Source: an optimization exercise on an open RTL-to-GDS flow (aim: small area and a short achievable clock period). Production flows keep margins and buffers that such runs may drop.
Power is estimated from default activity; no workload was simulated.

Design topmodule, start of the top module:
module topmodule (input clk, input reset,
	output [31:0] imem_addr, input [31:0] imem_data,
	output rf_r_we, output [2:0] rf_r_addr, output [31:0] rf_r_data,
	output rf_s_we, output [2:0] rf_s_addr, output [31:0] rf_s_data,
	output dm_we, output [3:0] dm_addr, output [7:0] dm_wdata,
	output [31:0] epc, output [1:0] cause);
For scale: about 3600 cells after synthesis, ~190 I/O pins.
make LEC_CHECK=0 CAP_MARGIN=20 CORE_MARGIN=2 CORE_UTILIZATION=40 SETUP_SLACK_MARGIN=3.5 SLEW_MARGIN=20 finish   # period 6.5 ns
run.sh (not shown) runs the stock make flow with config.mk's settings and CLKGATE_MAP_FILE= SYNTH_SCRIPT=/design/flow/synth_recipe.tcl, a recipe that flattens the netlist after the stock synthesis.
The starting point produced a clean layout.
Next try:
--- a/flow/config.mk
+++ b/flow/config.mk
@@ -10,3 +10,3 @@
 export CORE_UTILIZATION = 40
-export SETUP_SLACK_MARGIN = 3.5
+export SETUP_SLACK_MARGIN = 2.5
 export SLEW_MARGIN = 20
Result: Count of clock-buffer cells in the layout is higher by 3. Final cell count drops by 3.1%. Power goes down by 3.1%. Synthesized area stays the same. Via count falls by 5.4%. Final area falls by 8.6%. Non-clock buffer count drops by 159. Worst setup slack is worse by 0.50 ns. Die area does not change. Worst hold slack hardly moves. Global-route usage fell by 2.0 points.
Next try:
--- a/flow/config.mk
+++ b/flow/config.mk
@@ -9,3 +9,3 @@
 export CORE_MARGIN = 2
-export CORE_UTILIZATION = 40
+export CORE_UTILIZATION = 65
 export SETUP_SLACK_MARGIN = 2.5
The changed run finished clean.
Fmax is lower by 1.7%.
Sequential share of layout area is higher by 0.70 points.
Area after synthesis does not change.
Worst setup slack loses 0.069 ns.
First-iteration DRC count is higher by 17%.
Final area is lower by 1.9%.
Clock-buffer cell count is lower by 8.
Critical path depth is unchanged.
Utilization is higher by 29 points.
No functional check of the RTL was part of any run of this note.

========
topmodule, a different RTL version from the one above (not shown whole).
Size in the first run: ~4600 cells after synthesis, about 190 I/O pins, about 34000 um^2 of cells after synthesis.
export LEC_CHECK = 0
export ABC_AREA = 1
export CAP_MARGIN = 20
export CORE_MARGIN = 2
export CORE_UTILIZATION = 40
export SETUP_SLACK_MARGIN = 3.5
export SLEW_MARGIN = 20
create_clock -name core_clock -period 6.5 [get_ports {clk}]
standard.sh (not shown) runs the stock make flow with config.mk's settings and CLKGATE_MAP_FILE= SYNTH_SCRIPT=/design/flow/synth_recipe.tcl, a recipe that flattens the netlist after the stock synthesis.
==> flow/flow/run.sh <==
#!/bin/bash
# Own layout flow: the standard flow (standard.sh), unchanged except that the port
# buffers are sky130_fd_sc_hd__buf_2 cells instead of the delay cells buffer_ports picks by
# default. The synthesis is the standard one. Each step's output goes to a log file in this
# folder, and ORFS keeps its own per-step logs under orfs/logs.
set -euo pipefail
W=$(pwd)
export BUFFER_PORTS_ARGS="-buffer_cell sky130_fd_sc_hd__buf_2"
bash standard.sh synth > $W/flow_synth.log 2>&1
bash standard.sh > $W/flow_layout.log 2>&1
The first run finished with timing, DRC and antenna clean.
Change:
==> flow/flow/run.sh (replaced) <==
#!/bin/bash
# Own layout flow: the standard flow (standard.sh) with two layout changes: the port
# buffers are sky130_fd_sc_hd__buf_2 cells instead of the delay cells buffer_ports picks by
# default, and the clock tree uses larger sink clusters and no dummy loads. The synthesis is
# the standard one. Each step's output goes to a log file in this folder, and ORFS keeps its
# own per-step logs under orfs/logs.
set -euo pipefail
W=$(pwd)
export BUFFER_PORTS_ARGS="-buffer_cell sky130_fd_sc_hd__buf_2"
export CTS_ARGS="-sink_clustering_enable -repair_clock_nets -dont_use_dummy_load -sink_clustering_size 24 -sink_clustering_max_diameter 100"
bash standard.sh synth > $W/flow_synth.log 2>&1
bash standard.sh > $W/flow_layout.log 2>&1
=> First-iteration DRC count fell by a few percent; setup slack improves by 0.0052 ns; routed wire length fell slightly; final cell count fell by a few percent; fmax barely changes; synthesized cell count is unchanged; sequential power is about the same; via count fell slightly; die area is unchanged; combinational power fell by a few percent.
Change:
==> flow/run.sh (new file) <==
#!/bin/bash
# synth_recipe.tcl (not shown) runs the flow's synth.tcl, then flattens the netlist and writes it again
# the make line also repeats each setting of config.mk as NAME=value (left out here)
make -C /OpenROAD-flow-scripts/flow DESIGN_CONFIG=/design/flow/config.mk WORK_HOME=/design/flow/orfs CLKGATE_MAP_FILE= SYNTH_SCRIPT=/design/flow/synth_recipe.tcl finish
- SETUP_SLACK_MARGIN: 3.5 -> 3.0
removed: flow/flow/run.sh
removed: flow/standard.sh
The changed run finished with timing, DRC and antenna clean.
Wire length barely changes.
Cell area rose by 5.4%.
Synthesized area does not change.
Via count rose by 1.1%.
Power rose by 26%.
Critical path depth fell by 1.
Clock skew fell by 0.050 ns.
Final cell count rose by 1.7%.
Change:
==> flow/flow/run.sh (new file) <==
#!/bin/bash
# Own layout flow: the standard flow (standard.sh), unchanged except that the port
# buffers are sky130_fd_sc_hd__buf_2 cells instead of the delay cells buffer_ports picks by
# default. The synthesis is the standard one. Each step's output goes to a log file in this
# folder, and ORFS keeps its own per-step logs under orfs/logs.
set -euo pipefail
W=$(pwd)
export BUFFER_PORTS_ARGS="-buffer_cell sky130_fd_sc_hd__buf_2"
bash standard.sh synth > $W/flow_synth.log 2>&1
bash standard.sh > $W/flow_layout.log 2>&1
==> flow/standard.sh (new file) <==
#!/bin/bash
# synth_recipe.tcl (not shown) runs the flow's synth.tcl, then flattens the netlist and writes it again
# the make line also repeats each setting of config.mk as NAME=value (left out here)
make -C /OpenROAD-flow-scripts/flow DESIGN_CONFIG=/design/flow/config.mk WORK_HOME=/design/flow/orfs CLKGATE_MAP_FILE= SYNTH_SCRIPT=/design/flow/synth_recipe.tcl "${@:-finish}"
removed: flow/run.sh
Result: The changed run passed the timing, design-rule and antenna checks. Cell count is about the same. Worst setup slack is better by 0.038 ns. Clock-buffer cell count fell by 6. Final area shrinks by 2.2%. Utilization is lower by 1.0 points. Power rose by 0.55%. Wire length barely changes. Synthesized area is unchanged. Worst hold slack is about the same. First-iteration DRC count grows by 10%.
No run of this note included a check of the RTL's function; only the layout flow was run.

## afterwards: timing with drivers on the ports
In the flow no input, the clock included, has a driving cell. The finished layouts below were timed again as built, in two steps.
Step 1 sets driving cells, clkbuf_16 on the clock port and buf_2 on the other inputs (assumed; they add their load-dependent delay and slew).
Step 2 times the ports against the registers' clock, not the clock port: input delays grow and output delays shrink by t, the midpoint of the rising clock arrivals with the driver on.
Slacks: ideal ports / drivers / drivers and shift; pairs: ideal ports / drivers.
run | t, ns | setup slack, ns | latest minus earliest clock arrival (ns) | worst data-port slew with drivers (ns) | cell pins on the clock port's net
the first run of note 1 | 0.691 | 2.995 / 2.995 / 2.919 | 0.042 / 0.043 | 0.06 | 1
the second run of note 1 | 0.707 | 2.492 / 2.492 / 2.492 | 0.034 / 0.034 | 0.07 | 1
the third run of note 1 | 0.699 | 2.423 / 2.423 / 2.423 | 0.028 / 0.028 | 0.06 | 1
the first run of note 2 | 0.702 | 3.388 / 3.326 / 2.759 | 0.041 / 0.041 | 0.09 | 1
the second run of note 2 | 0.639 | 3.393 / 3.331 / 2.832 | 0.095 / 0.095 | 0.10 | 1
the third run of note 2 | 0.693 | 2.976 / 2.915 / 2.424 | 0.032 / 0.032 | 0.10 | 1
the fourth run of note 2 | 0.701 | 3.014 / 3.046 / 2.345 | 0.039 / 0.039 | 0.09 | 1
After both steps every run listed still meets setup and hold. For the fourth run of note 2, which loses most, drivers alone change the setup slack by +0.032 ns; drivers and shift together by -0.669 ns.
